From an optimization exercise on the open Yosys and OpenROAD flow, aimed at a short achievable clock period and few clock cycles; shortcuts taken in it are not production practice. RTL that was checked went through simulation tests only; none was proved equivalent to the original. For run 3, only the layout was checked, not whether the RTL still works. No driver is modelled on the clock port, so clocking that relies on it looks cheaper here than on a real chip. Power is estimated from default activity; no workload was simulated.

## config.mk

```make
export PLATFORM = sky130hd
export DESIGN_NAME = RV32core
export DESIGN_NICKNAME = RV32core
export VERILOG_FILES = /design/flow/design.v
export SDC_FILE = /design/flow/constraint.sdc
export NUM_CORES = 8
export LEC_CHECK = 0
export ABC_CLOCK_PERIOD_IN_PS = 100
export CAP_MARGIN = 20
export CORE_MARGIN = 2
export CORE_UTILIZATION = 40
export SLEW_MARGIN = 20
```

## constraint.sdc

```tcl
create_clock -name core_clock -period 17.0 [get_ports {clk}]
set_input_delay 3.4000 -clock core_clock [delete_from_list [all_inputs] [get_ports {clk}]]
set_output_delay 3.4000 -clock core_clock [all_outputs]
set_load 0.01 [all_outputs]
```

## design.v

```verilog
`timescale 1ns / 1ps
module RV32core(
        input clk,   
        input rst,   
        output[31:0] imem_addr,
        input [31:0] imem_data,
        output[31:0] dmem_addr,
        output[31:0] dmem_wdata,
        output[3:0]  dmem_wstrb,
        input [31:0] dmem_rdata
    );
    localparam BI = 4;               
    localparam NB = 1 << BI;
    localparam HI = 5;               
    localparam NH = 1 << HI;
    localparam LH = 5;               
    localparam NP = 1 << LH;
    localparam RD = 4;               
    localparam T_BR = 2'd0, T_JAL = 2'd1, T_RET = 2'd2, T_IND = 2'd3;
    reg [31:0] pc_f;
    reg        v_d;
    reg [31:0] ir_d, pc_d, ptgt_d, pc4_d;
    reg        pt_d;                 
    reg        bp_d;                 
    reg [13:0] dc_d;                 
    reg        stall_q;              
    reg [HI-1:0] bi_d;               
    reg [31:0] a_e, b_e, sd_e;       
    reg        a_m, b_m, s_m;       
    reg        a_h, b_h;            
    reg [10:0] alu_e;                
    reg [31:0] link_e, alt_e, ctgt_e, jcmp_e, pc_e;
    reg        br_e, jal_e, jalr_e, ret_e, call_e, ld_e, st_e, wen_e, pt_e;
    reg [5:0]  mc_e;                 
    reg        jx_e, jc_e;           
    reg        kill_e;               
    reg [3:0]  cs_e;                 
    reg [2:0]  f3_e;
    reg [4:0]  rd_e;
    reg [HI-1:0] bi_e;
    reg [31:0] res_m, wdata_m;
    reg [3:0]  wstrb_m;
    reg        ld_m, wen_m;
    reg [2:0]  f3_m;
    reg [12:0] ls_m;                 
    reg [31:0] res_nl;               
    reg [4:0]  rd_m;
    reg [31:0] val_w;
    reg        wen_w;
    reg [4:0]  rd_w;
    reg [32*32-1:0] rf;              
    localparam TW = 30 - BI;         
    reg [NB-1:0]    btb_v;
    reg [NB*TW-1:0] btb_tag;
    reg [NB*32-1:0] btb_tgt;
    reg [NB*2-1:0]  btb_typ;
    reg [NH*LH-1:0] dh;              
    reg [NH-1:0]    dp;              
    reg [NH*8-1:0]  lp_tag;
    reg [NH*5-1:0]  lp_trip;         
    reg [NH*5-1:0]  lp_cnt;          
    reg [NH-1:0]    lp_conf;
    reg [NP*2-1:0]  pht;
    reg [RD*32-1:0] ras;
    reg [1:0]    ras_sp;             
    wire [31:0] dr = dmem_rdata;
    wire ld_sx = ls_m[7] & dr[15] | ls_m[8] & dr[31];
    wire ld_sb = ls_m[9] & dr[7] | ls_m[10] & dr[15] | ls_m[11] & dr[23] | ls_m[12] & dr[31];
    wire [31:0] ld_v = {
        {16{ls_m[6]}} & dr[31:16] | {16{ld_sx | ld_sb}},
        {8{ls_m[4]}} & dr[15:8] | {8{ls_m[5]}} & dr[31:24] | {8{ld_sb}},
        {8{ls_m[0]}} & dr[7:0] | {8{ls_m[1]}} & dr[15:8] | {8{ls_m[2]}} & dr[23:16] |
        {8{ls_m[3]}} & dr[31:24]};
    wire [31:0] val_m = ld_v | res_nl;
    reg [31:0] pc_o, res_o;
    assign imem_addr = pc_o;
    reg  [HI-1:0] px_f;
    wire [BI-1:0] bx_f = px_f[BI-1:0];
    wire [HI-1:0] hx_f = px_f[HI-1:0];
    reg  [2-1:0] typ_f;
    always @(*) begin : rd_typ_f
        integer k;
        typ_f = {2{1'b0}};
        for (k = 0; k < NB; k = k + 1)
            typ_f = typ_f | ({2{bx_f == k}} & btb_typ[k*2 +: 2]);
    end
    reg  [1-1:0] bp_f;
    always @(*) begin : rd_bp_f
        integer k;
        bp_f = {1{1'b0}};
        for (k = 0; k < NH; k = k + 1)
            bp_f = bp_f | ({1{hx_f == k}} & dp[k*1 +: 1]);
    end
    reg  [32-1:0] btgt_f;
    always @(*) begin : rd_btgt_f
        integer k;
        btgt_f = {32{1'b0}};
        for (k = 0; k < NB; k = k + 1)
            btgt_f = btgt_f | ({32{bx_f == k}} & btb_tgt[k*32 +: 32]);
    end
    reg taken_f;
    always @(*) begin : tk_f
        integer k;
        taken_f = 1'b0;
        for (k = 0; k < NB; k = k + 1)
            taken_f = taken_f | (bx_f == k) & btb_v[k] & (btb_tag[k*TW +: TW] == pc_f[31:BI+2]) &
                      (btb_typ[k*2 +: 2] != T_BR | (px_f[HI-1] ? dp[NB + k] : dp[k]));
    end
    reg  [32-1:0] ras_top;
    always @(*) begin : rd_ras_top
        integer k;
        ras_top = {32{1'b0}};
        for (k = 0; k < RD; k = k + 1)
            ras_top = ras_top | ({32{ras_sp == k}} & ras[k*32 +: 32]);
    end
    wire [1:0]  ras_up = ras_sp + 2'd1;
    wire [31:0] tgt_f = typ_f == T_RET ? ras_top : btgt_f;
    wire [31:0] pc4_f = pc_f + 32'd4;
    wire [6:0] f_op = imem_data[6:0];
    wire [4:0] f_rd = imem_data[11:7], f_rs1 = imem_data[19:15], f_rs2 = imem_data[24:20];
    wire f_lui   = f_op == 7'b0110111;
    wire f_auipc = f_op == 7'b0010111;
    wire f_jal   = f_op == 7'b1101111;
    wire f_jalr  = f_op == 7'b1100111;
    wire f_br    = f_op == 7'b1100011;
    wire f_ld    = f_op == 7'b0000011;
    wire f_st    = f_op == 7'b0100011;
    wire f_opi   = f_op == 7'b0010011;
    wire f_opr   = f_op == 7'b0110011;
    wire f_use1  = f_opr | f_opi | f_ld | f_st | f_br | f_jalr;
    wire f_use2  = f_opr | f_br | f_st;
    wire [13:0] f_dc = {
        (f_lui | f_auipc | f_jal | f_jalr | f_ld | f_opi | f_opr) && f_rd != 5'd0,
        f_use2, f_use1,
        f_jalr && f_rd == 5'd0 && (f_rs1 == 5'd1 || f_rs1 == 5'd5),
        (f_jal | f_jalr) && (f_rd == 5'd1 || f_rd == 5'd5),
        f_opr, f_opi, f_st, f_ld, f_br, f_jalr, f_jal, f_auipc, f_lui};
    wire [2:0] f3 = ir_d[14:12];
    wire [4:0] rd = ir_d[11:7], rs1 = ir_d[19:15], rs2 = ir_d[24:20];
    wire is_lui   = v_d && dc_d[0];
    wire is_auipc = v_d && dc_d[1];
    wire is_jal   = v_d && dc_d[2];
    wire is_jalr  = v_d && dc_d[3];
    wire is_br    = v_d && dc_d[4];
    wire is_ld    = v_d && dc_d[5];
    wire is_st    = v_d && dc_d[6];
    wire is_opi   = v_d && dc_d[7];
    wire is_op    = v_d && dc_d[8];
    wire is_call  = v_d && dc_d[9];
    wire is_ret   = v_d && dc_d[10];
    wire use1     = v_d && dc_d[11];
    wire use2     = v_d && dc_d[12];
    wire wen_d    = v_d && dc_d[13];
    wire a_rs1   = use1;
    wire b_rs2   = is_op | is_br;
    wire [31:0] imm_i = {{20{ir_d[31]}}, ir_d[31:20]};
    wire [31:0] imm_s = {{20{ir_d[31]}}, ir_d[31:25], ir_d[11:7]};
    wire [31:0] imm_b = {{20{ir_d[31]}}, ir_d[7], ir_d[30:25], ir_d[11:8], 1'b0};
    wire [31:0] imm_u = {ir_d[31:12], 12'b0};
    wire [31:0] imm_j = {{12{ir_d[31]}}, ir_d[19:12], ir_d[20], ir_d[30:21], 1'b0};
    wire [31:0] brt_d  = pc_d + imm_b;
    wire [31:0] jalt_d = pc_d + imm_j;
    reg  [32-1:0] rf1;
    always @(*) begin : rd_rf1
        integer k;
        rf1 = {32{1'b0}};
        for (k = 1; k < 32; k = k + 1)
            rf1 = rf1 | ({32{rs1 == k}} & rf[k*32 +: 32]);
    end
    reg  [32-1:0] rf2;
    always @(*) begin : rd_rf2
        integer k;
        rf2 = {32{1'b0}};
        for (k = 1; k < 32; k = k + 1)
            rf2 = rf2 | ({32{rs2 == k}} & rf[k*32 +: 32]);
    end
    wire [31:0] rv1 = (wen_m && rd_m == rs1) ? val_m : (wen_w && rd_w == rs1) ? val_w : rf1;
    wire [31:0] rv2 = (wen_m && rd_m == rs2) ? val_m : (wen_w && rd_w == rs2) ? val_w : rf2;
    wire stall_d = stall_q;
    wire m1 = wen_e && !kill_e && rd_e == rs1;
    wire m2 = wen_e && !kill_e && rd_e == rs2;
    wire ras_ok = 1'b1;
    wire id_jal  = is_jal && !pt_d;
    wire id_br   = is_br && !pt_d && bp_d;
    wire id_ret  = is_ret && !pt_d && ras_ok;
    wire id_bad  = pt_d && !(is_br | is_jal | is_jalr);
    wire [31:0] id_tgt = id_jal ? jalt_d : id_br ? brt_d : id_ret ? ras_top : pc4_d;
    wire [31:0] A  = {a_h ? res_m[31:16] : a_e[31:16], a_m ? res_m[15:0] : a_e[15:0]};
    wire [31:0] B  = {b_h ? res_m[31:16] : b_e[31:16], b_m ? res_m[15:0] : b_e[15:0]};
    wire [31:0] SD = s_m ? res_m : sd_e;
    wire [31:0] sum  = A + B;
    wire [31:0] diff = A - B;
    wire eq  = A == B;
    wire [30:0] c_lt0 = ~A[30:0] & B[30:0];
    wire [30:0] c_eq0 = ~(A[30:0] ^ B[30:0]);
    wire [15:0] c_lt1, c_eq1;
    wire [7:0]  c_lt2, c_eq2;
    wire [3:0]  c_lt3, c_eq3;
    wire [1:0]  c_lt4, c_eq4;
    genvar g;
    generate
        for (g = 0; g < 15; g = g + 1) begin : cmp1
            assign c_lt1[g] = c_lt0[2*g+1] | c_eq0[2*g+1] & c_lt0[2*g];
            assign c_eq1[g] = c_eq0[2*g+1] & c_eq0[2*g];
        end
        for (g = 0; g < 8; g = g + 1) begin : cmp2
            assign c_lt2[g] = c_lt1[2*g+1] | c_eq1[2*g+1] & c_lt1[2*g];
            assign c_eq2[g] = c_eq1[2*g+1] & c_eq1[2*g];
        end
        for (g = 0; g < 4; g = g + 1) begin : cmp3
            assign c_lt3[g] = c_lt2[2*g+1] | c_eq2[2*g+1] & c_lt2[2*g];
            assign c_eq3[g] = c_eq2[2*g+1] & c_eq2[2*g];
        end
        for (g = 0; g < 2; g = g + 1) begin : cmp4
            assign c_lt4[g] = c_lt3[2*g+1] | c_eq3[2*g+1] & c_lt3[2*g];
            assign c_eq4[g] = c_eq3[2*g+1] & c_eq3[2*g];
        end
    endgenerate
    assign c_lt1[15] = c_lt0[30];
    assign c_eq1[15] = c_eq0[30];
    wire lt_lo = c_lt4[1] | c_eq4[1] & c_lt4[0];
    wire ltu = ~A[31] & B[31] | ~(A[31] ^ B[31]) & lt_lo;
    wire lt  = A[31] & ~B[31] | ~(A[31] ^ B[31]) & lt_lo;
    wire [4:0] sh = B[4:0];
    wire [31:0] r_sll = A << sh;
    wire [31:0] r_srl = A >> sh;
    wire [63:0] r_sra64 = {{32{A[31]}}, A} >> sh;
    wire [31:0] r_sra = r_sra64[31:0];
    wire [31:0] res_e =
        {32{alu_e[0]}}  & sum |
        {32{alu_e[1]}}  & diff[31:0] |
        {32{alu_e[2]}}  & (A & B) |
        {32{alu_e[3]}}  & (A | B) |
        {32{alu_e[4]}}  & (A ^ B) |
        {32{alu_e[5]}}  & r_sll |
        {32{alu_e[6]}}  & r_srl |
        {32{alu_e[7]}}  & r_sra |
        {32{alu_e[8]}}  & {31'd0, lt} |
        {32{alu_e[9]}}  & {31'd0, ltu} |
        {32{alu_e[10]}} & link_e;
    wire eq_ab, lt_ab, ltu_ab, eq_mb, lt_mb, ltu_mb, eq_am, lt_am, ltu_am;
    cmp32 cmp_ab (.x(a_e),   .y(b_e),   .eq(eq_ab), .lt(lt_ab), .ltu(ltu_ab));
    cmp32 cmp_mb (.x(res_m), .y(b_e),   .eq(eq_mb), .lt(lt_mb), .ltu(ltu_mb));
    cmp32 cmp_am (.x(a_e),   .y(res_m), .eq(eq_am), .lt(lt_am), .ltu(ltu_am));
    wire b_eq  = cs_e[0] & eq_ab  | cs_e[1] & eq_mb  | cs_e[2] & eq_am | cs_e[3];
    wire b_lt  = cs_e[0] & lt_ab  | cs_e[1] & lt_mb  | cs_e[2] & lt_am;
    wire b_ltu = cs_e[0] & ltu_ab | cs_e[1] & ltu_mb | cs_e[2] & ltu_am;
    wire j_ne  = a_m ? res_m != jcmp_e : a_e != jcmp_e;
    wire [5:0] mcv = mc_e & {6{~kill_e}};
    wire mis_br = mcv[0] & b_eq | mcv[1] & ~b_eq | mcv[2] & b_lt | mcv[3] & ~b_lt |
                  mcv[4] & b_ltu | mcv[5] & ~b_ltu;
    wire taken_e = mis_br ^ pt_e;
    wire redirect_ex = mis_br | jx_e & ~kill_e | jc_e & ~kill_e & j_ne;
    wire [31:0] jtgt_e = {sum[31:1], 1'b0};
    wire [31:0] tgt_ex = jalr_e ? jtgt_e : alt_e;
    wire redirect_id0 = id_jal | id_br | id_ret | id_bad;
    wire redirect_id = !redirect_ex && !stall_d && redirect_id0;
    wire [31:0] pc_nx = stall_d ? pc_f : redirect_id0 ? id_tgt : taken_f ? tgt_f : pc4_f;
    wire [1:0] la = sum[1:0];
    wire l_w = ld_e & f3_e[1];
    wire l_h = ld_e & ~f3_e[1] & f3_e[0];
    wire l_b = ld_e & ~f3_e[1] & ~f3_e[0];
    wire l_s = ~f3_e[2];
    wire [12:0] ls_e = {
        l_b & l_s & la == 2'd3, l_b & l_s & la == 2'd2, l_b & l_s & la == 2'd1, l_b & l_s & la == 2'd0,
        l_h & l_s & la[1], l_h & l_s & ~la[1],
        l_w,
        l_h & la[1], l_w | l_h & ~la[1],
        l_b & la == 2'd3, l_h & la[1] | l_b & la == 2'd2, l_b & la == 2'd1, l_w | l_h & ~la[1] | l_b & la == 2'd0};
    wire [3:0] strb_e = f3_e[1] ? 4'b1111 :
                        f3_e[0] ? (4'b0011 << sum[1:0]) : (4'b0001 << sum[1:0]);
    wire [31:0] wd_e = f3_e[1] ? SD : f3_e[0] ? {2{SD[15:0]}} : {4{SD[7:0]}};
    assign dmem_addr  = res_o;
    assign dmem_wdata = wdata_m;
    assign dmem_wstrb = wstrb_m;
    always @(posedge clk or posedge rst) begin
        if (rst) begin
            pc_f <= 32'd0;
            v_d <= 1'b0;
            stall_q <= 1'b0;
            pt_d <= 1'b0;
        end else begin
            pc_f <= redirect_ex ? tgt_ex : pc_nx;
            stall_q <= !redirect_ex && !stall_d && !redirect_id0 && is_ld && rd != 5'd0 &&
                       ((f_use1 && f_rs1 == rd) || (f_use2 && f_rs2 == rd));
            if (redirect_ex || redirect_id) begin
                v_d <= 1'b0;
                pt_d <= 1'b0;
            end else if (!stall_d) begin
                v_d <= 1'b1;
                pt_d <= taken_f;
            end
        end
    end
    always @(posedge clk) begin
        if (!stall_d) begin
            ir_d <= imem_data;
            dc_d <= f_dc;
            pc_d <= pc_f;
            pc4_d <= pc4_f;
            ptgt_d <= tgt_f;
            bp_d <= bp_f;
            bi_d <= hx_f;
        end
    end
    wire go_e = !redirect_ex && !stall_d;
    wire pt_n = pt_d | id_br | id_ret;           
    wire [31:0] ptgt_n = pt_d ? ptgt_d : ras_top;
    always @(posedge clk or posedge rst) begin
        if (rst) begin
            kill_e <= 1'b1;
            a_m <= 1'b0; b_m <= 1'b0; s_m <= 1'b0;
            alu_e <= 11'd0;
            br_e <= 1'b0; jal_e <= 1'b0; jalr_e <= 1'b0; ret_e <= 1'b0; call_e <= 1'b0;
            ld_e <= 1'b0; st_e <= 1'b0; wen_e <= 1'b0; pt_e <= 1'b0;
            mc_e <= 6'd0; jx_e <= 1'b0; jc_e <= 1'b0;
            cs_e <= 4'd0;
        end else begin
            kill_e <= !go_e;
            cs_e <= {m1 & m2, ~m1 & m2, m1 & ~m2, ~m1 & ~m2};
            a_m <= a_rs1 && m1;
            b_m <= b_rs2 && m2;
            s_m <= is_st && m2;
            alu_e[0]  <= is_lui | is_auipc | is_ld | is_st |
                         (is_op & f3 == 3'd0 & ~ir_d[30]) | (is_opi & f3 == 3'd0);
            alu_e[1]  <= is_op & f3 == 3'd0 & ir_d[30];
            alu_e[2]  <= (is_op | is_opi) & f3 == 3'd7;
            alu_e[3]  <= (is_op | is_opi) & f3 == 3'd6;
            alu_e[4]  <= (is_op | is_opi) & f3 == 3'd4;
            alu_e[5]  <= (is_op | is_opi) & f3 == 3'd1;
            alu_e[6]  <= (is_op | is_opi) & f3 == 3'd5 & ~ir_d[30];
            alu_e[7]  <= (is_op | is_opi) & f3 == 3'd5 & ir_d[30];
            alu_e[8]  <= (is_op | is_opi) & f3 == 3'd2;
            alu_e[9]  <= (is_op | is_opi) & f3 == 3'd3;
            alu_e[10] <= is_jal | is_jalr;
            br_e <= is_br; jal_e <= is_jal; jalr_e <= is_jalr; ret_e <= is_ret; call_e <= is_call;
            ld_e <= is_ld; st_e <= is_st; wen_e <= wen_d;
            pt_e <= pt_n;
            mc_e <= {is_br & (f3 == (pt_n ? 3'd6 : 3'd7)), is_br & (f3 == (pt_n ? 3'd7 : 3'd6)),
                     is_br & (f3 == (pt_n ? 3'd4 : 3'd5)), is_br & (f3 == (pt_n ? 3'd5 : 3'd4)),
                     is_br & (f3 == (pt_n ? 3'd0 : 3'd1)), is_br & (f3 == (pt_n ? 3'd1 : 3'd0))};
            jx_e <= is_jalr & ~pt_n;
            jc_e <= is_jalr & pt_n;
        end
    end
    always @(posedge clk) begin
        a_h <= !rst && a_rs1 && m1;
        b_h <= !rst && b_rs2 && m2;
        a_e <= is_auipc ? pc_d : is_lui ? 32'd0 : rv1;
        b_e <= b_rs2 ? rv2 : is_st ? imm_s : (is_lui | is_auipc) ? imm_u : imm_i;
        sd_e <= rv2;
        link_e <= pc4_d;
        alt_e <= pt_n ? pc4_d : brt_d;
        ctgt_e <= is_jal ? jalt_d : brt_d;
        jcmp_e <= ptgt_n - imm_i;
        pc_e <= pc_d;
        f3_e <= f3;
        rd_e <= rd;
        bi_e <= bi_d;
    end
    always @(posedge clk or posedge rst) begin
        if (rst) begin
            wstrb_m <= 4'd0;
            ld_m <= 1'b0;
            wen_m <= 1'b0;
        end else begin
            wstrb_m <= (st_e & ~kill_e) ? strb_e : 4'd0;
            ld_m <= ld_e & ~kill_e;
            wen_m <= wen_e & ~kill_e;
        end
    end
    always @(posedge clk) begin
        pc_o <= rst ? 32'd0 : redirect_ex ? tgt_ex : pc_nx;
        px_f <= redirect_ex ? tgt_ex[HI+1:2] : pc_nx[HI+1:2];
        res_o <= rst ? 32'd0 : res_e;
        res_m <= res_e;
        wdata_m <= wd_e;
        f3_m <= f3_e;
        ls_m <= ls_e;
        res_nl <= ld_e ? 32'd0 : res_e;
        rd_m <= rd_e;
    end
    always @(posedge clk or posedge rst) begin
        if (rst) wen_w <= 1'b0;
        else wen_w <= wen_m;
    end
    always @(posedge clk) begin
        val_w <= val_m;
        rd_w <= rd_m;
    end
    always @(posedge clk) begin : wr_rf
        integer k;
        for (k = 1; k < 32; k = k + 1)
            if (wen_w && rd_w == k) rf[k*32 +: 32] <= val_w;
    end
    reg          u_btb, u_br, u_tk, rst_q;
    reg [BI-1:0] u_bx;
    reg [HI-1:0] u_hx;
    reg [7:0]    u_ltag;
    reg [31:BI+2] u_tag;
    reg [31:0]   u_tgt;
    reg [1:0]    u_typ;
    reg [LH-1:0] u_h;
    reg [7:0]    u_otag;
    reg [4:0]    u_cnt, u_trip;
    reg          u_conf;
    always @(posedge clk or posedge rst) begin
        if (rst) begin
            u_btb <= 1'b0; u_br <= 1'b0;
        end else begin
            u_btb <= ~kill_e & (br_e && taken_e || jal_e || jalr_e);
            u_br <= ~kill_e & br_e;
        end
    end
    always @(posedge clk) begin
        rst_q <= rst;
        u_tk <= taken_e;
        u_bx <= pc_e[BI+1:2];
        u_hx <= bi_e;
        u_ltag <= pc_e[HI+9:HI+2];
        u_tag <= pc_e[31:BI+2];
        u_tgt <= jalr_e ? jtgt_e : ctgt_e;
        u_typ <= br_e ? T_BR : jal_e ? T_JAL : ret_e ? T_RET : T_IND;
    end
    wire [LH-1:0] d_h  = u_h;
    reg  [2-1:0] d_c;
    always @(*) begin : rd_d_c
        integer k;
        d_c = {2{1'b0}};
        for (k = 0; k < NP; k = k + 1)
            d_c = d_c | ({2{d_h == k}} & pht[k*2 +: 2]);
    end
    wire [1:0]    d_c1 = u_tk ? (d_c == 2'b11 ? 2'b11 : d_c + 2'd1) :
                                (d_c == 2'b00 ? 2'b00 : d_c - 2'd1);
    wire [LH-1:0] d_h1 = {d_h[LH-2:0], u_tk};
    wire          l_hit  = u_otag == u_ltag;
    wire [4:0]    l_cnt0  = l_hit ? u_cnt : 5'd0;
    wire [4:0]    l_trip0 = l_hit ? u_trip : 5'd0;
    wire          l_conf0 = l_hit & u_conf;
    wire [5:0]    l_run   = {1'b0, l_cnt0} + 6'd1;       
    reg  [4:0]    l_cnt1, l_trip1;
    reg           l_conf1;
    always @(*) begin
        if (u_tk) begin
            if (l_cnt0 == 5'd31) begin
                l_cnt1 = 5'd0; l_trip1 = 5'd0; l_conf1 = 1'b0;
            end else begin
                l_cnt1 = l_cnt0 + 5'd1; l_trip1 = l_trip0; l_conf1 = l_conf0;
            end
        end else begin
            l_cnt1 = 5'd0;
            if (l_run == {1'b0, l_trip0}) begin
                l_trip1 = l_trip0; l_conf1 = 1'b1;
            end else begin
                l_trip1 = l_run[4:0]; l_conf1 = 1'b0;
            end
        end
    end
    reg  [LH-1:0] e_h;
    always @(*) begin : rd_e_h
        integer k;
        e_h = {LH{1'b0}};
        for (k = 0; k < NH; k = k + 1)
            e_h = e_h | ({LH{bi_e == k}} & dh[k*LH +: LH]);
    end
    reg  [8-1:0] e_otag;
    always @(*) begin : rd_e_otag
        integer k;
        e_otag = {8{1'b0}};
        for (k = 0; k < NH; k = k + 1)
            e_otag = e_otag | ({8{bi_e == k}} & lp_tag[k*8 +: 8]);
    end
    reg  [5-1:0] e_cnt;
    always @(*) begin : rd_e_cnt
        integer k;
        e_cnt = {5{1'b0}};
        for (k = 0; k < NH; k = k + 1)
            e_cnt = e_cnt | ({5{bi_e == k}} & lp_cnt[k*5 +: 5]);
    end
    reg  [5-1:0] e_trip;
    always @(*) begin : rd_e_trip
        integer k;
        e_trip = {5{1'b0}};
        for (k = 0; k < NH; k = k + 1)
            e_trip = e_trip | ({5{bi_e == k}} & lp_trip[k*5 +: 5]);
    end
    reg  [1-1:0] e_conf;
    always @(*) begin : rd_e_conf
        integer k;
        e_conf = {1{1'b0}};
        for (k = 0; k < NH; k = k + 1)
            e_conf = e_conf | ({1{bi_e == k}} & lp_conf[k*1 +: 1]);
    end
    wire          e_same = u_br && u_hx == bi_e;
    always @(posedge clk) begin
        u_h    <= e_same ? d_h1    : e_h;
        u_otag <= e_same ? u_ltag  : e_otag;
        u_cnt  <= e_same ? l_cnt1  : e_cnt;
        u_trip <= e_same ? l_trip1 : e_trip;
        u_conf <= e_same ? l_conf1 : e_conf;
    end
    reg           w_v, w_lc;
    reg [4:0]     w_cnt, w_trip;
    reg [HI-1:0]  w_hx;
    reg [LH-1:0]  w_h1;
    always @(posedge clk or posedge rst) begin
        if (rst) w_v <= 1'b0;
        else w_v <= u_br;
    end
    always @(posedge clk) begin
        w_hx <= u_hx;
        w_h1 <= d_h1;
        w_lc <= l_conf1;
        w_cnt <= l_cnt1;
        w_trip <= l_trip1;
    end
    reg  [2-1:0] w_c;
    always @(*) begin : rd_w_c
        integer k;
        w_c = {2{1'b0}};
        for (k = 0; k < NP; k = k + 1)
            w_c = w_c | ({2{w_h1 == k}} & pht[k*2 +: 2]);
    end
    wire          w_pht = w_c[1];
    wire          w_lp = {1'b0, w_cnt} + 6'd1 < {1'b0, w_trip};
    always @(posedge clk) begin : wr_pred
        integer k;
        if (rst_q) begin
            btb_v <= {NB{1'b0}};
            dh <= {NH*LH{1'b0}};
            dp <= {NH{1'b0}};
            lp_tag <= {NH*8{1'b0}};
            lp_trip <= {NH*5{1'b0}};
            lp_cnt <= {NH*5{1'b0}};
            lp_conf <= {NH{1'b0}};
            pht <= {NP{2'b01}};
            ras <= {RD*32{1'b0}};
            ras_sp <= 2'd0;
        end else begin
            for (k = 0; k < NB; k = k + 1)
                if (u_btb && u_bx == k) btb_v[k] <= 1'b1;
            for (k = 0; k < NP; k = k + 1)
                if (u_br && d_h == k) pht[k*2 +: 2] <= d_c1;
            for (k = 0; k < NH; k = k + 1) begin
                if (u_br && u_hx == k) begin
                    dh[k*LH +: LH] <= d_h1;
                    lp_tag[k*8 +: 8] <= u_ltag;
                    lp_trip[k*5 +: 5] <= l_trip1;
                    lp_cnt[k*5 +: 5] <= l_cnt1;
                    lp_conf[k] <= l_conf1;
                end
                if (w_v && w_hx == k) dp[k] <= w_lc ? w_lp : w_pht;
            end
            if (call_e & ~kill_e) begin
                for (k = 0; k < RD; k = k + 1)
                    if (ras_up == k) ras[k*32 +: 32] <= link_e;
                ras_sp <= ras_sp + 2'd1;
            end else if (ret_e & ~kill_e) begin
                ras_sp <= ras_sp - 2'd1;
            end
        end
    end
    always @(posedge clk) begin : wr_btb
        integer k;
        if (u_btb) begin
            for (k = 0; k < NB; k = k + 1)
                if (u_bx == k) begin
                    btb_tag[k*TW +: TW] <= u_tag;
                    btb_tgt[k*32 +: 32] <= u_tgt;
                    btb_typ[k*2 +: 2] <= u_typ;
                end
        end
    end
endmodule
module cmp32(
        input  [31:0] x,
        input  [31:0] y,
        output eq, lt, ltu
    );
    wire [31:0] e0 = ~(x ^ y);
    wire [31:0] l0 = ~x & y;
    wire [15:0] e1, l1;
    wire [7:0]  e2, l2;
    wire [3:0]  e3, l3;
    wire [1:0]  e4, l4;
    genvar g;
    generate
        for (g = 0; g < 16; g = g + 1) begin : c1
            assign l1[g] = l0[2*g+1] | e0[2*g+1] & l0[2*g];
            assign e1[g] = e0[2*g+1] & e0[2*g];
        end
        for (g = 0; g < 8; g = g + 1) begin : c2
            assign l2[g] = l1[2*g+1] | e1[2*g+1] & l1[2*g];
            assign e2[g] = e1[2*g+1] & e1[2*g];
        end
        for (g = 0; g < 4; g = g + 1) begin : c3
            assign l3[g] = l2[2*g+1] | e2[2*g+1] & l2[2*g];
            assign e3[g] = e2[2*g+1] & e2[2*g];
        end
        for (g = 0; g < 2; g = g + 1) begin : c4
            assign l4[g] = l3[2*g+1] | e3[2*g+1] & l3[2*g];
            assign e4[g] = e3[2*g+1] & e3[2*g];
        end
    endgenerate
    assign eq  = e4[1] & e4[0];
    assign ltu = l4[1] | e4[1] & l4[0];
    assign lt  = (x[31] ^ y[31]) ? x[31] : ltu;
endmodule
```

## flow/run.sh

```bash
#!/bin/bash
# Layout: the standard ORFS flow with these changes.
#  * synthesis leaves adders to abc as plain gates (ADDER_MAP_FILE empty)
#    instead of mapping them onto the library's full/half adder cells
#  * timing repair is asked to leave SETUP_SLACK_MARGIN ns of setup slack at
#    the design's clock period, so it works on the real critical paths
#  * before detailed placement, each flip-flop that drives an output port's
#    buffer is moved next to that buffer (flow/pull_outs.tcl)
#  * the port buffers are buf_4 cells (BUFFER_PORTS_ARGS), not delay cells
# Each tool's output is in synth.log and layout.log, and ORFS's logs under orfs/.
set -euo pipefail
MARGIN=${MARGIN:-12.8}
HERE=$(pwd)
bash standard.sh ADDER_MAP_FILE= synth > synth.log 2>&1
bash standard.sh ADDER_MAP_FILE= SETUP_SLACK_MARGIN=$MARGIN \
  BUFFER_PORTS_ARGS="-buffer_cell sky130_fd_sc_hd__buf_4" PRE_DETAIL_PLACE_TCL=$HERE/flow/pull_outs.tcl POST_CTS_TCL=$HERE/flow/post_cts.tcl \
  finish > layout.log 2>&1
```

## flow/drop_root.tcl

```tcl
set block [ord::get_db_block]
set clknet [[$block findBTerm clk] getNet]
set loads {}
foreach it [$clknet getITerms] { if {[$it isInputSignal]} { lappend loads $it } }
if {[llength $loads] == 1} {
  set root [[lindex $loads 0] getInst]
  set onet ""
  foreach it [$root getITerms] { if {[$it isOutputSignal]} { set onet [$it getNet] } }
  set sinks {}
  if {$onet ne ""} {
    foreach it [$onet getITerms] { if {[$it isInputSignal]} { lappend sinks $it } }
  }
  if {$onet ne "" && [llength $sinks] > 0 && [llength $sinks] <= 4 && [string match "*clkbuf*" [[$root getMaster] getName]]} {
    foreach it $sinks { $it disconnect; $it connect $clknet }
    foreach it [$root getITerms] { $it disconnect }
    odb::dbInst_destroy $root
    odb::dbNet_destroy $onet
    puts "drop_root: [llength $sinks] clock buffers now driven by the clock port"
  } else {
    puts "drop_root: root buffer kept ([llength $sinks] loads)"
  }
} else {
  puts "drop_root: clock port drives [llength $loads] pins; nothing done"
}
```

## flow/post_cts.tcl

```tcl
# After clock tree synthesis: drop the tree's root buffer (flow/drop_root.tcl),
# then one more round of timing repair with the final clock tree, and
# legalize again.
source [file join [file dirname [info script]] drop_root.tcl]
estimate_parasitics -placement
repair_timing -setup -setup_margin $::env(SETUP_SLACK_MARGIN) -repair_tns 100 -max_passes 40 -verbose
detailed_placement
check_placement -verbose
estimate_parasitics -placement
report_worst_slack -max
```

## flow/pull_outs.tcl

```tcl
# Pull each flip-flop that drives an output port's buffer next to that buffer,
# so the flop's Q net is short; detailed placement then legalizes.
set block [ord::get_db_block]
set moved 0
foreach bterm [$block getBTerms] {
  if {[$bterm getIoType] ne "OUTPUT"} { continue }
  set net [$bterm getNet]
  if {$net eq "NULL"} { continue }
  set buf ""
  foreach it [$net getITerms] { if {[$it isOutputSignal]} { set buf [$it getInst] } }
  if {$buf eq ""} { continue }
  set n2 ""
  foreach it [$buf getITerms] { if {[$it isInputSignal]} { set n2 [$it getNet] } }
  if {$n2 eq "" || $n2 eq "NULL"} { continue }
  if {[llength [$n2 getITerms]] != 2} { continue }
  set ff ""
  foreach it [$n2 getITerms] { if {[$it isOutputSignal]} { set ff [$it getInst] } }
  if {$ff eq ""} { continue }
  if {![string match "*df*" [[$ff getMaster] getName]]} { continue }
  set loc [$buf getLocation]
  $ff setLocation [lindex $loc 0] [lindex $loc 1]
  incr moved
}
puts "pull_outs: moved $moved flip-flops next to their output buffers"
```

## standard.sh

```bash
#!/bin/bash
# synth_recipe.tcl (not shown) runs the flow's synth.tcl, then flattens the netlist and writes it again
# the make line also repeats each setting of config.mk as NAME=value (left out here)
make -C /OpenROAD-flow-scripts/flow DESIGN_CONFIG=/design/flow/config.mk WORK_HOME=/design/flow/orfs CLKGATE_MAP_FILE= SYNTH_SCRIPT=/design/flow/synth_recipe.tcl "${@:-finish}"
```

==> reports/metrics.csv, run 1 <==
metric,value,unit
status,timing/DRC/antenna clean,
drt_iter0_drc,26030,
setup_slack,12320,ps
design.core.area,0.4096,mm^2
place.gp.congestion,1.016,
drive_gt1_share,16.41,%
synth.distinct_cells,110,
yosys_register_bits,3784,
via_per_inst,6.615,
die_x,645.5,um
fin_cells,21280,
track_usage,35.37,%
dp_slack,10760,ps
tightest_slew,1312,ps
clock_latency,770,ps
yosysMostFrequentCell,nand2_1,
slowest_delay,390,ps
yosysWarnings,1,
clkTransAtPathRegs,60,ps
path_cells,buf_6,
hold_viol,0,
criticalPathCategory,reg2out,
hp-class,reg2reg,
grt_overflow,0,
synth_area,0.1646,mm^2
start_util,40.19,%
portBuffers,165,
synth_top_flop_cell,edfxtp_1,
final_net_count,15520,
setup_viol,0,
fmax,213.6,MHz
powerDensity,138.9,mW/mm^2
io_pins,166,
path_buf_inv,1,
hpwl,468.3,mm
layout_min_cycle_time,4682,ps
areaGrowthSynthToFinish,17.83,%
timing.slew.headroom,11.89,%
numClockSinks,3784,
grt_pass1_wl,1043,mm
p_leak,64.48,nW
synth_top_cell_by_area,edfxtp_1,
drv_cap,0,
yosysSeqAreaShare,58.97,%
cpMaxStageDelayCell,dfrtp_1,
cts_tree,done,
critPathRequiredTime,13600,ps
netlist_instances,15360,
synth.avg_cell_area,10.72,um^2
cp-start-kind,register,
drt_pass1_iterations,11,
clock_skew,124.5,ps
synth_nets,15420,
worstPathMaxFanout,1,
slew_viol_final,0,
die_area,0.4167,mm^2
ys_top_cells_by_count,"nand2_1 (2157), edfxtp_1 (2090), dfxtp_1 (1614), a21oi_1 (1340), nor2_1 (1212)",
vias,140800,
finalCritPeriodShare,27.54,%
wl_per_cell,36.22,um
rsz0062_at_grt,true,
die_height,645.5,um
synth-edff-count,2090,
cp.arrival,1280,ps
postRouteAntennaNets,0,
synth_area_leaders,"edfxtp_1 (38%), dfxtp_1 (20%), nand2_1 (4.9%)",
final_core_util,47.35,%
dp.cells,20230,
first_global_vias,128900,
cp-end-kind,output port,
vdd_drop_max,0.08873,mV
antenna_found_initial,70,
async_flop_share,2.114,%
fin_setup_tns,0,ps
cp_top_family,flip-flops,
synth.top_cell.area_share,38.13,%
rows,235,
drc,0,
routed_wl,770.9,mm
grt_max_degree,198,
==> final timing paths <==
check / to / depth (start not counted) / from / slack [ps]
worst min register to register: u_tag[9]$_DFF_P_ / 0 / pc_e[9]$_DFF_P_ / 300
worst max-delay path: dmem_wstrb[1] / 1 / wstrb_m[1]$_DFF_PP0_ / 12320
worst max register to register: res_o[0]$_SDFF_PP0_ / 19 / b_m$_DFF_PP0_ / 12530
min in group asynchronous: b_m$_DFF_PP0_ / 2 / rst / 2700
max in group asynchronous: pc_f[23]$_DFF_PP0_ / 3 / rst / 13530
worst min-delay path: u_tag[9]$_DFF_P_ / 0 / pc_e[9]$_DFF_P_ / 300
==> logic make-up after synthesis <==
family,share of synthesized area (%)
buffers and inverters,3.191
adders and majority gates,0.4515
DFF,58.97
muxes,2.723
and+or+nand+nor,12.58
AOI/OAI and AO/OA,17.47
xor gates and xnor gates,4.608
==> report_power, final <==
part | leakage (nW) | internal (W) | switching, W | total (W)
Clock | 6.59 | 0.00525 | 0.00384 | 0.00910
Combinational | 24.4 | 0.00197 | 0.00425 | 0.00622
Sequential | 33.5 | 0.0106 | 0.00105 | 0.0116
==> cell type report <==
type,count,area (um^2)
inverter,137,543.0
tap,5451,6820
antenna,55,137.6
clock inverter,197,2631
clock buffer,525,10910
fill,37060,215600
multi-input combinational,10220,66510
timing repair buffer,911,8976
sequential,3784,97420
==> flip-flops by register name (all words and copies together), names as in the netlist, 128 cells and up <==
register	cells
ras	128
btb_tgt	512
lp_trip	160
dh	160
lp_tag	256
btb_tag	416
lp_cnt	160
rf	992
==> per-layer routing <==
metal	GRT usage, %	up-vias	part of all wire (%)
li1	-	57290	-
met1	44.17	68520	36
met2	51.77	11720	42
met3	10.53	3220	13
met4	26.24	44	9.3
met5	0.1503	-	0.044
==> metrics by stage <==
step / cell area (um^2) / total power, W / hold WS (ps)
finish: 193900 / 0.02694 / 299.2
global route: 193900 / 0.02738 / 309.3
detailed placement: 173200 / 0.01714 / 312.8
global placement: 173100 / 0.01713 / 310.9
floorplan: 164800 / 0.01415 / 309.6
==> cell usage in the layout (no fill, tap or decap), types with 138 or more instances in the layout <==
cell,n
nor2_1,1008
nor2_4,138
dfxtp_2,176
o21ai_0,319
buf_6,187
a211oi_1,148
nand3_1,242
buf_4,625
a221oi_1,469
nand2_1,2110
nand4_1,372
a21oi_1,1306
xor2_1,173
xnor2_1,657
nor3_1,170
mux2i_1,193
a22o_1,449
clkbuf_16,406
dfxtp_1,1410
edfxtp_1,2090
a22oi_1,719
Testbench counts, summed over its fixed seeds: cycles 330,387.
==> run 2: changes to the inputs <==
--- a/config.mk
+++ b/config.mk
@@ -9,4 +9,6 @@
 export CAP_MARGIN = 20
 export CORE_MARGIN = 2
 export CORE_UTILIZATION = 40
+export CTS_CLUSTER_DIAMETER = 120
+export CTS_CLUSTER_SIZE = 24
 export SLEW_MARGIN = 20
==> run 2 against run 1 <==
  * Combinational power hardly changed
  * Critical path depth did not move
  * Largest cell class unchanged
  * Setup slack got worse by 2.0 ps
  * Still clean
==> reports/metrics.csv, run 2 <==
metric,value,unit,change
fin_setup_tns,0,ps,unchanged
hp-class,reg2reg,,
hold_viol,0,,unchanged
start_util,40.19,%,unchanged
synth.avg_cell_area,10.72,um^2,unchanged
cp-start-kind,register,,
async_flop_share,2.114,%,unchanged
status,timing/DRC/antenna clean,,
cp_top_family,flip-flops,,
design.core.area,0.4096,mm^2,unchanged
rsz0062_at_grt,true,,
drive_gt1_share,14.17,%,-2.2 points
drc,0,,unchanged
fill_cells,37790,,+2.0%
fmax,213.5,MHz,about the same
ys_top_cells_by_count,"nand2_1 (2157), edfxtp_1 (2090), dfxtp_1 (1614), a21oi_1 (1340), nor2_1 (1212)",,
final_common_cell,nand2_1,,
track_usage,35.18,%,-0.19 points
grt_pass1_wl,1036,mm,-0.66%
p_int,0.01461,W,-18%
seqPwrFrac,50.4,%,+7.2 points
largest_register_ffs,992,,unchanged
rows,235,,unchanged
finalInstanceArea,0.1856,mm^2,-4.3%
routed_wl,767.2,mm,-0.47%
grt_max_degree,198,,unchanged
holdWs,293.9,ps,-5.266 ps
fin_cells,20840,,-2.1%
yosys_register_bits,3784,,unchanged
yosysMostFrequentCell,nand2_1,,
via_per_inst,6.670,,+0.84%
die_area,0.4167,mm^2,unchanged
tightest_slew,1389,ps,+76.99 ps
dp.cells,20230,,unchanged
numClockSinks,3784,,unchanged
regArea,0.09742,mm^2,about the same
cpMaxStageDelayCell,dfrtp_1,,
p_comb_share,27.1,%,+4.0 points
finalCritPeriodShare,27.55,%,about the same
mostFrequentLayoutCells,"nand2_1 (2109), edfxtp_1 (2090), dfxtp_1 (1409), a21oi_1 (1305), nor2_1 (1008)",,
synth_nets,15420,,unchanged
die_height,645.5,um,unchanged
switching_share,36.49,%,+2.6 points
path_cells,buf_6,,
synth_top_cell_by_area,edfxtp_1,,
total_power,0.02301,W,-15%
vias,139000,,-1.3%
synth.distinct_cells,110,,unchanged
multi_input_area,0.06646,mm^2,about the same
place.gp.congestion,1.016,,unchanged
postRouteAntennaNets,0,,unchanged
synth_top_flop_cell,edfxtp_1,,
cts_tree,done,,
synth_area_leaders,"edfxtp_1 (38%), dfxtp_1 (20%), nand2_1 (4.9%)",,
hpwl,468.3,mm,unchanged
cp-end-kind,output port,,
slowest_delay,400,ps,about the same
areaGrowthSynthToFinish,12.77,%,
yosysWarnings,1,,unchanged
yosysSeqAreaShare,58.97,%,unchanged
antenna_found_initial,58,,-17%
cp.arrival,1280,ps,about the same
timing.slew.headroom,7.432,%,-4.5 points
portBuffers,165,,unchanged
setup_viol,0,,unchanged
critPathRequiredTime,13600,ps,about the same
p_clk_share,22.4,%,-11 points
p_leak,60.42,nW,-6.3%
clkTransAtPathRegs,100,ps,+40 ps
path_buf_inv,1,,unchanged
io_pins,166,,unchanged
criticalPathCategory,reg2out,,
drt_pass1_iterations,12,,+1
drv_cap,0,,unchanged
wl_per_cell,36.82,um,+1.7%
clock_skew,126.7,ps,+2.178 ps
switching_power,0.008397,W,-8.2%
layout_min_cycle_time,4684,ps,+2.000 ps
dpl_cell_area,0.1732,mm^2,unchanged
clock_latency,760,ps,about the same
worstPathMaxFanout,1,,unchanged
powerDensity,124.0,mW/mm^2,-11%
synth_area,0.1646,mm^2,unchanged
drt_iter0_drc,25860,,-0.64%
vdd_drop_max,0.09283,mV,+4.6%
die_x,645.5,um,unchanged
final_net_count,15300,,-1.4%
netlist_instances,15360,,unchanged
slew_viol_final,0,,unchanged
first_global_vias,126400,,-2.0%
synth.top_cell.area_share,38.13,%,unchanged
top_register,rf,,
grt_overflow,0,,unchanged
synth-edff-count,2090,,unchanged
top_regs,"rf x992, btb_tgt x512, btb_tag x416",,
[run 2: final cells by class]
cell class | count | share of cell area, %
antenna | 46 | 0.06201
inverter | 137 | 0.2925
timing repair buffer | 901 | 4.839
clock buffer | 275 | 2.664
multi-input combinational | 10220 | 35.80
clock inverter | 18 | 0.1813
sequential | 3784 | 52.48
tap | 5451 | 3.674
[run 2: path summary, 6_finish.rpt]
kind | from | end | slack [ps] | cells past startpoint
max in group asynchronous | rst | jalr_e$_DFF_PP0_ | 13520 | 3
worst max-delay path | wstrb_m[1]$_DFF_PP0_ | dmem_wstrb[1] | 12320 | 1
worst min register to register | pc_e[9]$_DFF_P_ | u_tag[9]$_DFF_P_ | 290 | 0
worst min-delay path | pc_e[9]$_DFF_P_ | u_tag[9]$_DFF_P_ | 290 | 0
worst max register to register | b_m$_DFF_PP0_ | res_o[30]$_SDFF_PP0_ | 12450 | 20
min in group asynchronous | rst | b_m$_DFF_PP0_ | 2700 | 2
[run 2: layer usage]
metal,global-route usage [%],vias to the layer above,wire [um]
met2,51.94,11500,321900
met5,0.09251,-,454
met3,9.843,2976,102200
li1,-,56570,-
met1,44.39,67880,274100
met4,24.96,44,68580
[run 2: kinds of logic after synthesis]
| kind of cell | Yosys count | synth area share, % |
|---|---|---|
| and+or+nand+nor | 4709 | 12.58 |
| xor gates and xnor gates | 866 | 4.608 |
| adders and majority gates | 74 | 0.4515 |
| muxes | 385 | 2.723 |
| DFF | 3784 | 58.97 |
| buffers and inverters | 1350 | 3.191 |
| AOI/OAI and AO/OA | 4190 | 17.47 |
[run 2: power by group through the flow]
stage | clock network (W) | registers, W | logic, W
after detailed placement | 0 | 0.0118 | 0.00539
after global placement | 0 | 0.0118 | 0.00530
after global routing | 0.00546 | 0.0116 | 0.00633
after floorplan | 0 | 0.0111 | 0.00303
final | 0.00516 | 0.0116 | 0.00625
[run 2: metrics by stage]
step | util [%] | worst slack (ps)
final | 45.32 | 12320
after global routing | 45.30 | 12320
after detailed placement | 42.28 | 10760
after global placement | 42.27 | 11390
after floorplan | - | 11950
==> run 3: changes to the inputs <==
--- a/design.v
+++ b/design.v
@@ -9,9 +9,9 @@
         output[3:0]  dmem_wstrb,
         input [31:0] dmem_rdata
     );
-    localparam BI = 4;               
+    localparam BI = 5;               
     localparam NB = 1 << BI;
-    localparam HI = 5;               
+    localparam HI = 6;               
     localparam NH = 1 << HI;
     localparam LH = 5;               
     localparam NP = 1 << LH;
--- a/config.mk
+++ b/config.mk
@@ -9,6 +9,4 @@
 export CAP_MARGIN = 20
 export CORE_MARGIN = 2
 export CORE_UTILIZATION = 40
-export CTS_CLUSTER_DIAMETER = 120
-export CTS_CLUSTER_SIZE = 24
 export SLEW_MARGIN = 20
==> run 3 against run 2 <==
  * Still clean
  * Sequential power grew 47%
  * Final area increased by 46%
  * Core utilization increased by 1.4 points
  * Count of clock-buffer cells in the layout grew 514
  * Synthesized cell count is 40% higher
  * Hold slack worse by 1.8 ps
  * Clock skew increased by 14 ps
  * Fmax decreased by 2.5%
  * Flip-flop and latch count grew 1749
  * Sequential share of layout area is 0.27 points lower
  * Register-to-register slack worse by 190 ps
  * Largest cell class unchanged
==> reports/metrics.csv, run 3 <==
metric,value,unit,change
portBuffers,165,,unchanged
drc,0,,unchanged
fmax,208.2,MHz,-2.5%
p_leak,90.55,nW,+50%
mostFrequentLayoutCells,"nand2_1 (3296), edfxtp_1 (3019), dfxtp_1 (2220), a21oi_1 (1942), nor2_1 (1521)",,
final_common_cell,nand2_1,,
rr_startpoint,a_e[6]$_DFF_P_,,
first_global_vias,180000,,+42%
worstPathMaxFanout,1,,unchanged
final_net_count,21660,,+42%
areaGrowthSynthToFinish,16.53,%,
top_register,btb_tgt,,
fin_setup_tns,0,ps,unchanged
total_power,0.03807,W,+65%
layout_min_cycle_time,4803,ps,+119.5 ps
holdPathEnd,u_tag[19]$_DFF_P_,,
cts_tree,done,,
synth_top_flop_cell,edfxtp_1,,
grt_max_degree,215,,+8.6%
clock_latency,880,ps,+120 ps
largest_register_ffs,1024,,+3.2%
r2r_slack,12260,ps,-190 ps
postRouteAntennaNets,0,,unchanged
drive_gt1_share,14.52,%,+0.34 points
finalInstanceArea,0.2716,mm^2,+46%
synth_area_leaders,"edfxtp_1 (39%), dfxtp_1 (21%), nand2_1 (5.4%)",,
finalCritPeriodShare,28.25,%,+0.70 points
status,timing/DRC/antenna clean,,
timing.slew.headroom,9.946,%,+2.5 points
path_buf_inv,1,,unchanged
cpMaxStageDelayCell,dfrtp_1,,
vdd_drop_max,0.1412,mV,+52%
synth.top_cell.area_share,38.89,%,+0.76 points
setup_slack,12200,ps,-119.5 ps
track_usage,36.70,%,+1.5 points
criticalPathCategory,reg2out,,
yosysSeqAreaShare,60.66,%,+1.7 points
drv_cap,0,,unchanged
yosysMostFrequentCell,nand2_1,,
slowest_delay,380,ps,-20 ps
cp.arrival,1400,ps,+120 ps
synth.avg_cell_area,10.81,um^2,+0.84%
ys_top_cells_by_count,"nand2_1 (3362), edfxtp_1 (3019), dfxtp_1 (2434), a21oi_1 (1970), nor2_1 (1821)",,
vias,200300,,+44%
hp-class,reg2reg,,
cp_top_family,flip-flops,,
rsz0062_at_grt,true,,
yosysWarnings,1,,unchanged
cp-start-kind,register,,
dp_slack,10220,ps,-539.6 ps
synth_top_cell_by_area,edfxtp_1,,
whs_path_depth,0,,unchanged
setup_viol,0,,unchanged
io_pins,166,,unchanged
async_flop_share,1.446,%,-0.67 points
synth.distinct_cells,123,,+12%
worstRegToRegCells,15,,-25%
synth_area,0.2331,mm^2,+42%
design.core.area,0.5809,mm^2,+42%
rows,280,,+19%
r2r-end,pc_o[25]$_SDFF_PP0_,,
grt_overflow,0,,unchanged
numClockSinks,5533,,+46%
via_per_inst,6.680,,+0.15%
tightest_slew,1348,ps,-40.91 ps
die_height,767.4,um,+19%
drt_iter0_drc,38530,,+49%
hold_viol,0,,unchanged
place.gp.congestion,1.014,,-0.23%
wl_per_cell,37.87,um,+2.8%
yosys_register_bits,5533,,+46%
synth-edff-count,3019,,+44%
dpl_cell_area,0.2450,mm^2,+42%
drt_pass1_iterations,14,,+2
clock_skew,141.2,ps,+14.48 ps
hp-start,pc_e[19]$_DFF_P_,,
cp-end-kind,output port,,
die_area,0.5889,mm^2,+41%
antenna_found_initial,114,,+97%
synth_nets,21630,,+40%
clkTransAtPathRegs,70,ps,-30 ps
fill_cells,52820,,+40%
hpwl,670.4,mm,+43%
path_cells,buf_6,,
grt_pass1_wl,1517,mm,+46%
top_regs,"btb_tgt x1024, rf x992, btb_tag x800",,
powerDensity,140.2,mW/mm^2,+13%
start_util,40.13,%,-0.058 points
netlist_instances,21570,,+40%
die_x,767.4,um,+19%
slew_viol_final,0,,unchanged
critPathRequiredTime,13600,ps,about the same
routed_wl,1136,mm,+48%
==> run 3: logic make-up (layout without fill, tap and decap cells) <==
kind of cell | count (synthesis) | count (layout) | synth area share, %
simple gates | 6872 | 6874 | 12.69
xor+xnor | 1238 | 1238 | 4.652
mux | 417 | 417 | 2.105
flops | 5533 | 5533 | 60.66
compound gates | 5570 | 5570 | 16.38
buf+inv | 1845 | 2340 | 3.116
other cells | 0 | 166 | 0
fa+ha+maj | 92 | 92 | 0.4026
==> run 3: metal layers <==
metal	routed length (um)	GRT usage, %	up-vias
li1	-	-	79680
met1	397600	46.07	97560
met2	469200	52.87	18100
met3	166900	12.49	4887
met4	100800	26.00	75
met5	961	0.3003	-
==> run 3: worst max path at each step <==
stage | start | endpoint | slack (ps) | depth (start not counted)
floorplan | dmem_rdata[7] | b_e[25]$_DFF_P_ | 12020 | 10
global placement | dmem_rdata[15] | b_e[24]$_DFF_P_ | 10990 | 10
detailed placement | rst | pc_o[19]$_SDFF_PP0_ | 10220 | 5
global route | wstrb_m[3]$_DFF_PP0_ | dmem_wstrb[3] | 12200 | 1
finish | wstrb_m[0]$_DFF_PP0_ | dmem_wstrb[0] | 12200 | 1
==> run 3: stage by stage <==
stage,cells,utilization [%],hold slack [ps]
global route,29910,46.73,314.2
finish,29990,46.76,292.2
detailed placement,28460,42.18,311.8
global placement,28450,42.14,310.3
floorplan,21570,-,309.6
==> run 3: layout make-up <==
class | count | area, um^2 | share of cell area (%)
inverters | 155 | 605.6 | 0.2229
multi-input cells | 14190 | 89220 | 32.85
clock inverters | 273 | 3117 | 1.147
well taps | 7755 | 9703 | 3.572
clock buffers | 789 | 16170 | 5.954
flip-flops and latches | 5533 | 141800 | 52.22
repair buffers | 1123 | 10560 | 3.887
diodes | 166 | 415.4 | 0.1529
==> run 3: where the power goes <==
group	total, W	switching [W]	internal, W	leakage (nW)
clock network	0.0130	0.00578	0.00721	9.35
registers	0.0170	0.00162	0.0154	48.6
logic	0.00807	0.00567	0.00240	32.6
total	0.0381	0.0131	0.0250	90.6
==> run 4: changes to the inputs <==
--- a/design.v
+++ b/design.v
@@ -9,9 +9,9 @@
         output[3:0]  dmem_wstrb,
         input [31:0] dmem_rdata
     );
-    localparam BI = 5;               
+    localparam BI = 4;               
     localparam NB = 1 << BI;
-    localparam HI = 6;               
+    localparam HI = 5;               
     localparam NH = 1 << HI;
     localparam LH = 5;               
     localparam NP = 1 << LH;
@@ -452,7 +452,7 @@
             if (l_run == {1'b0, l_trip0}) begin
                 l_trip1 = l_trip0; l_conf1 = 1'b1;
             end else begin
-                l_trip1 = l_run[4:0]; l_conf1 = 1'b0;
+                l_trip1 = l_run[4:0]; l_conf1 = l_run > 6'd3;
             end
         end
     end
==> run 4 against run 3 <==
  * First-iteration DRC count shrank 34%
  * Wire length down 33%
  * Sequential share of layout area down 1.7 points
  * Largest cell class unchanged
  * Global-route usage down 1.9 points
  * Final cell count fell by 29%
  * Critical path type unchanged
  * Power fell by 30%
  * Count of clock-buffer cells in the layout shrank 239
  * Register-to-register slack better by 290 ps
==> reports/metrics.csv, run 4 <==
metric,value,unit,change
status,timing/DRC/antenna clean,,
hpwl,453.2,mm,-32%
drv_cap,0,,unchanged
synth_xor_area_share,4.519,%,-0.13 points
final_common_cell,nand2_1,,
numClockSinks,3784,,-32%
dp_slack,11040,ps,+822.3 ps
yosysWarnings,1,,unchanged
synth_top_family_by_area,compound AO/OA/AOI/OAI gates,,
synth.top_cell.area_share,38.25,%,-0.65 points
fin_setup_tns,0,ps,unchanged
cpMaxStageDelayCell,dfrtp_1,,
dp.cells,20120,,-29%
worstRegToRegCells,13,,-2
finalCritPeriodShare,28.02,%,-0.23 points
synth-compound-area-share,17.52,%,+1.1 points
yosys_register_bits,3784,,-32%
grt_pass1_wl,1026,mm,-32%
synthMuxAreaShare,2.532,%,+0.43 points
die_area,0.4154,mm^2,-29%
yosysSeqAreaShare,59.16,%,-1.5 points
vdd_drop_max,0.1046,mV,-26%
wl_per_cell,35.88,um,-5.3%
vias,139700,,-30%
grt_overflow,0,,unchanged
slowest_delay,380,ps,about the same
drive_gt1_share,16.64,%,+2.1 points
critPathRequiredTime,13600,ps,about the same
start_util,40.12,%,about the same
yosysMostFrequentCell,nand2_1,,
crit_cells,1,,unchanged
powerDensity,138.2,mW/mm^2,-1.4%
routed_wl,759.9,mm,-33%
layout_min_cycle_time,4764,ps,-39.10 ps
synth_nets,15350,,-29%
cts_tree,done,,
areaGrowthSynthToFinish,17.46,%,
rows,235,,-16%
tightest_slew,1344,ps,-3.474 ps
rsz0062_at_grt,true,,
synth-edff-count,2090,,-31%
synth_top_flop_cell,edfxtp_1,,
largest_register_ffs,992,,-3.1%
die_x,644.5,um,-16%
p_leak,63.75,nW,-30%
clock_latency,870,ps,about the same
hold_viol,0,,unchanged
rr_startpoint,ir_d[24]$_DFFE_PN_,,
path_buf_inv,1,,unchanged
r2r-end,b_e[17]$_DFF_P_,,
mostFrequentLayoutCells,"nand2_1 (2226), edfxtp_1 (2090), dfxtp_1 (1423), a21oi_1 (1298), nor2_1 (882)",,
postRouteAntennaNets,0,,unchanged
synth_area_leaders,"edfxtp_1 (38%), dfxtp_1 (20%), nand2_1 (5.3%)",,
drc,0,,unchanged
track_usage,34.84,%,-1.9 points
yosys.area_share.adder,0.5116,%,+0.11 points
cp-endpoint,dmem_wstrb[0],,
design.core.area,0.4090,mm^2,-30%
ys_top_cells_by_count,"nand2_1 (2301), edfxtp_1 (2090), dfxtp_1 (1614), a21oi_1 (1345), nor2_1 (1083)",,
io_pins,166,,unchanged
fill_cells,37030,,-30%
async_flop_share,2.114,%,+0.67 points
path_cells,buf_6,,
criticalPathCategory,reg2out,,
fmax,209.9,MHz,+0.82%
hp-class,reg2reg,,
final_net_count,15410,,-29%
synth.distinct_cells,117,,-4.9%
slew_viol_final,0,,unchanged
cp_top_family,flip-flops,,
top_regs,"rf x992, btb_tgt x512, btb_tag x416",,
clkTransAtPathRegs,60,ps,about the same
cp.arrival,1360,ps,-40 ps
setup_slack,12240,ps,+39.10 ps
netlist_instances,15280,,-29%
timing.slew.headroom,10.07,%,+0.13 points
drt_pass1_iterations,13,,-1
fin_cells,21180,,-29%
portBuffers,165,,unchanged
place.gp.congestion,1.021,,+0.70%
grt_max_degree,217,,+0.93%
holdWs,310.9,ps,+18.77 ps
worstPathMaxFanout,1,,unchanged
synth_top_cell_by_area,edfxtp_1,,
cp-start-kind,register,,
yosys.area_share.simple,12.59,%,-0.10 points
r2r_slack,12550,ps,+290 ps
startpoint,wstrb_m[0]$_DFF_PP0_,,
die_height,644.5,um,-16%
drt_iter0_drc,25420,,-34%
synth.avg_cell_area,10.74,um^2,-0.63%
first_global_vias,126900,,-29%
synth_area,0.1641,mm^2,-30%
top_register,rf,,
cp-end-kind,output port,,
via_per_inst,6.596,,-1.3%
clock_skew,176.4,ps,+35.29 ps
setup_viol,0,,unchanged
antenna_found_initial,65,,-43%
run 4: cell families (layout without fill, tap and decap cells):
family	after synthesis	in the layout
buffers and inverters	1337	1745
multiplexers	352	352
XOR/XNOR	845	845
AND/OR/NAND/NOR	4713	4714
adder cells (fa/ha/maj)	83	83
AO/OA/AOI/OAI	4165	4165
flip-flops	3784	3784
other	0	41
run 4: area by class of cell:
type	instances	area [um^2]	share of cell area, %
flip-flops and latches	3784	97390	50.53
multi-input cells	10160	66380	34.44
clock buffers	550	11330	5.879
repair buffers	860	8155	4.231
well taps	5451	6820	3.538
clock inverters	197	2023	1.050
inverters	138	546.8	0.2837
diodes	41	102.6	0.05323
run 4: worst min-delay path by stage:
| stage | startpoint | to | slack, ps | cells past startpoint |
|---|---|---|---|---|
| final | rd_m[1]$_DFF_P_ | rd_w[1]$_DFF_P_ | 310 | 0 |
| after global routing | pc_e[27]$_DFF_P_ | u_tag[27]$_DFF_P_ | 310 | 0 |
| after detailed placement | pc_e[28]$_DFF_P_ | u_tag[28]$_DFF_P_ | 310 | 0 |
| after global placement | pc_e[28]$_DFF_P_ | u_tag[28]$_DFF_P_ | 310 | 0 |
| after floorplan | pc_e[2]$_DFF_P_ | u_bx[0]$_DFF_P_ | 310 | 0 |
run 4: power by group:
part	switching [W]	total, W	internal [W]
combinational	0.00412	0.00604	0.00192
clock	0.00387	0.00895	0.00507
sequential	0.00107	0.0117	0.0106
run 4: metal layers:
| metal | wire, um | up-vias | global-route usage (%) |
|---|---|---|---|
| met5 | 408 | - | 0.6707 |
| met4 | 67610 | 52 | 24.62 |
| met3 | 102000 | 3049 | 10.27 |
| met2 | 314400 | 11580 | 50.37 |
| met1 | 275400 | 68050 | 44.53 |
| li1 | - | 56960 | - |
run 4: stage by stage:
step / utilization, % / cell area, um^2 / power (W)
global placement: 42.13 / 172300 / 0.01707
finish: 47.13 / 192800 / 0.02664
detailed placement: 42.14 / 172300 / 0.01708
floorplan: - / 164300 / 0.01416
global route: 47.11 / 192700 / 0.02714
Testbench counts of run 4, summed over its fixed seeds: cycles 329,746.
==> run 5: changes to the inputs <==
--- a/config.mk
+++ b/config.mk
@@ -8,5 +8,5 @@
 export ABC_CLOCK_PERIOD_IN_PS = 100
 export CAP_MARGIN = 20
 export CORE_MARGIN = 2
-export CORE_UTILIZATION = 40
+export CORE_UTILIZATION = 30
 export SLEW_MARGIN = 20
==> run 5 against run 4 <==
  * Clock power up 0.4%
  * First-iteration DRC count up 2.3%
  * Via count up 0.92%
  * Register-to-register slack better by 50 ps
  * Global-route usage down 8.1 points
  * Critical endpoint is now dmem_wstrb[2]
  * Synthesized area unchanged
  * Setup slack better by 110 ps
  * Sequential power about the same
  * Synthesized cell count unchanged
  * Power up 0.22%
==> reports/metrics.csv, run 5 <==
metric,value,unit,change
status,timing/DRC/antenna clean,,
setup_slack,12350,ps,+110.0 ps
clock_skew,137.1,ps,-39.36 ps
worstRegToRegCells,15,,+2
dp_slack,10690,ps,-353.4 ps
start_util,30.11,%,-10 points
powerDensity,136.8,mW/mm^2,-1.0%
place.gp.congestion,1.006,,-1.5%
final_common_cell,nand2_1,,
synthMuxAreaShare,2.532,%,unchanged
criticalPathCategory,reg2out,,
die_area,0.5529,mm^2,+33%
synth.top_cell.area_share,38.25,%,unchanged
via_per_inst,6.108,,-7.4%
synth.distinct_cells,117,,unchanged
slew_viol_final,0,,unchanged
cts_tree,done,,
portBuffers,165,,unchanged
cpMaxStageDelayCell,dfrtp_1,,
clkTransAtPathRegs,70,ps,about the same
top_regs,"rf x992, btb_tgt x512, btb_tag x416",,
netlist_instances,15280,,unchanged
hold_viol,0,,unchanged
drc,0,,unchanged
design.core.area,0.5449,mm^2,+33%
p_comb_share,22.5,%,-0.2 points
routed_wl,779.8,mm,+2.6%
p_clk_share,33.7,%,about the same
regArea,0.09736,mm^2,about the same
synth_xor_area_share,4.519,%,unchanged
whs_path_depth,0,,unchanged
tightest_slew,1329,ps,-15.46 ps
antenna_found_initial,87,,+34%
first_global_vias,128000,,+0.81%
clock_latency,820,ps,-50 ps
grt_overflow,0,,unchanged
cp.arrival,1250,ps,-110 ps
finalInstanceArea,0.1952,mm^2,+1.3%
slowest_delay,390,ps,about the same
io_pins,166,,unchanged
cp-start-kind,register,,
drt_pass1_iterations,13,,unchanged
drt_iter0_drc,26010,,+2.3%
yosys_register_bits,3784,,unchanged
dpl_cell_area,0.1748,mm^2,+1.4%
fin_cells,23080,,+9.0%
layout_min_cycle_time,4654,ps,-110.0 ps
synth_nets,15350,,unchanged
synth.avg_cell_area,10.74,um^2,unchanged
fmax,214.9,MHz,+2.4%
drv_cap,0,,unchanged
postRouteAntennaNets,0,,unchanged
path_cells,buf_6,,
die_x,743.6,um,+15%
fin_setup_tns,0,ps,unchanged
cp_top_family,flip-flops,,
switching_power,0.009177,W,+1.3%
drive_gt1_share,16.65,%,about the same
yosysSeqAreaShare,59.16,%,unchanged
p_int,0.01752,W,-0.33%
grt_max_degree,230,,+6.0%
seqPwrFrac,43.8,%,about the same
synth_top_family_by_area,compound AO/OA/AOI/OAI gates,,
holdWs,278.2,ps,-32.70 ps
die_height,743.6,um,+15%
yosysWarnings,1,,unchanged
timing.slew.headroom,10.74,%,+0.67 points
finalCritPeriodShare,27.38,%,-0.65 points
path_buf_inv,1,,unchanged
wl_per_cell,33.78,um,-5.8%
crit_cells,1,,unchanged
top_register,rf,,
setup_viol,0,,unchanged
largest_register_ffs,992,,unchanged
hp-class,reg2reg,,
rows,271,,+15%
p_leak,63.82,nW,+0.10%
synth-edff-count,2090,,unchanged
synth_area_leaders,"edfxtp_1 (38%), dfxtp_1 (20%), nand2_1 (5.3%)",,
vias,141000,,+0.92%
vdd_drop_max,0.1167,mV,+12%
critPathRequiredTime,13600,ps,about the same
ys_top_cells_by_count,"nand2_1 (2301), edfxtp_1 (2090), dfxtp_1 (1614), a21oi_1 (1345), nor2_1 (1083)",,
synth_top_cell_by_area,edfxtp_1,,
async_flop_share,2.114,%,unchanged
final_net_count,15450,,+0.26%
grt_pass1_wl,1052,mm,+2.5%
areaGrowthSynthToFinish,18.97,%,
cp-end-kind,output port,,
dp.cells,21930,,+9.0%
rsz0062_at_grt,true,,
hpwl,475.1,mm,+4.8%
multi_input_area,0.06625,mm^2,-0.20%
synth-compound-area-share,17.52,%,unchanged
fill_cells,53180,,+44%
yosysMostFrequentCell,nand2_1,,
yosys.area_share.simple,12.59,%,unchanged
numClockSinks,3784,,unchanged
mostFrequentLayoutCells,"nand2_1 (2226), edfxtp_1 (2090), dfxtp_1 (1437), a21oi_1 (1305), nor2_1 (876)",,
track_usage,26.77,%,-8.1 points
worstPathMaxFanout,1,,unchanged
synth_top_flop_cell,edfxtp_1,,
yosys.area_share.adder,0.5116,%,unchanged
switching_share,34.37,%,+0.36 points
synth_area,0.1641,mm^2,unchanged
## run 5: cell counts after synthesis
Identical to the previous run, type by type.
## run 5: worst paths after layout
check	from	end	slack (ps)
max reg2reg	ir_d[21]$_DFFE_PN_	b_e[28]$_DFF_P_	12600
min reg2reg	pc_e[20]$_DFF_P_	u_tag[20]$_DFF_P_	280
min	pc_e[20]$_DFF_P_	u_tag[20]$_DFF_P_	280
max in group asynchronous	rst	b_m$_DFF_PP0_	13430
min in group asynchronous	rst	u_btb$_DFF_PP0_	2910
max	wstrb_m[2]$_DFF_PP0_	dmem_wstrb[2]	12350
## run 5: cell type report
| cell class | count | share of cell area [%] |
|---|---|---|
| flip-flops and latches | 3784 | 49.87 |
| multi-input cells | 10160 | 33.93 |
| clock buffers | 554 | 5.829 |
| well taps | 7234 | 4.637 |
| repair buffers | 899 | 4.238 |
| clock inverters | 191 | 1.041 |
| inverters | 138 | 0.2846 |
| diodes | 123 | 0.1577 |
| repair inverters | 1 | 0.005768 |
## run 5: kinds of logic after synthesis
logic type                 Yosys count
and+or+nand+nor                   4713
AOI/OAI and AO/OA                 4165
DFF                               3784
buffers and inverters             1337
xor gates and xnor gates           845
muxes                              352
adders and majority gates           83
## run 5: power groups by stage
| stage | registers, W | logic, W | clock network [W] |
|---|---|---|---|
| 6_report | 0.0117 | 0.00602 | 0.00899 |
| 2_1_floorplan | 0.0111 | 0.00301 | 0 |
| 3_5_place_dp | 0.0118 | 0.00526 | 0 |
| 3_3_place_gp | 0.0119 | 0.00516 | 0 |
| 5_1_grt | 0.0117 | 0.00613 | 0.00937 |
## run 5: per-stage QoR
stage	power (W)	utilization, %
after floorplan	0.01416	-
after global placement	0.01707	32.07
after detailed placement	0.01708	32.08
after global routing	0.02721	35.80
final	0.02670	35.83
## run 5: metal layers
| layer | global-route usage, % | wire (um) | share of wire (%) | vias to the layer above |
|---|---|---|---|---|
| met2 | 38.56 | 321300 | 41 | 11680 |
| met4 | 16.88 | 60780 | 7.8 | 56 |
| met5 | 0.4280 | 643 | 0.082 | - |
| met3 | 8.838 | 109400 | 14 | 2946 |
| met1 | 34.40 | 287700 | 37 | 69190 |
| li1 | - | - | - | 57110 |

static timing again, ports no longer ideal:
Ports are ideal in the flow. The routed layouts listed here were re-timed in OpenROAD. Step 1, drivers: a clkbuf_16 drives clk and a buf_2 each remaining input, both assumed. Step 2 times the ports against the registers' clock, not the clock port: input delays grow and output delays shrink by t, the midpoint of the rising clock arrivals with the driver on. Slacks: ideal ports / drivers / drivers and shift; pairs: ideal ports / drivers.
run	t, ns	setup slack, ns
run 1	0.916	12.318 / 12.106 / 11.742
run 2	0.904	12.316 / 12.105 / 11.733
run 3	1.076	12.197 / 11.947 / 11.618
run 4	0.953	12.236 / 12.074 / 11.737
run 5	0.982	12.346 / 12.119 / 11.623
After both steps setup and hold are still met in every run listed.
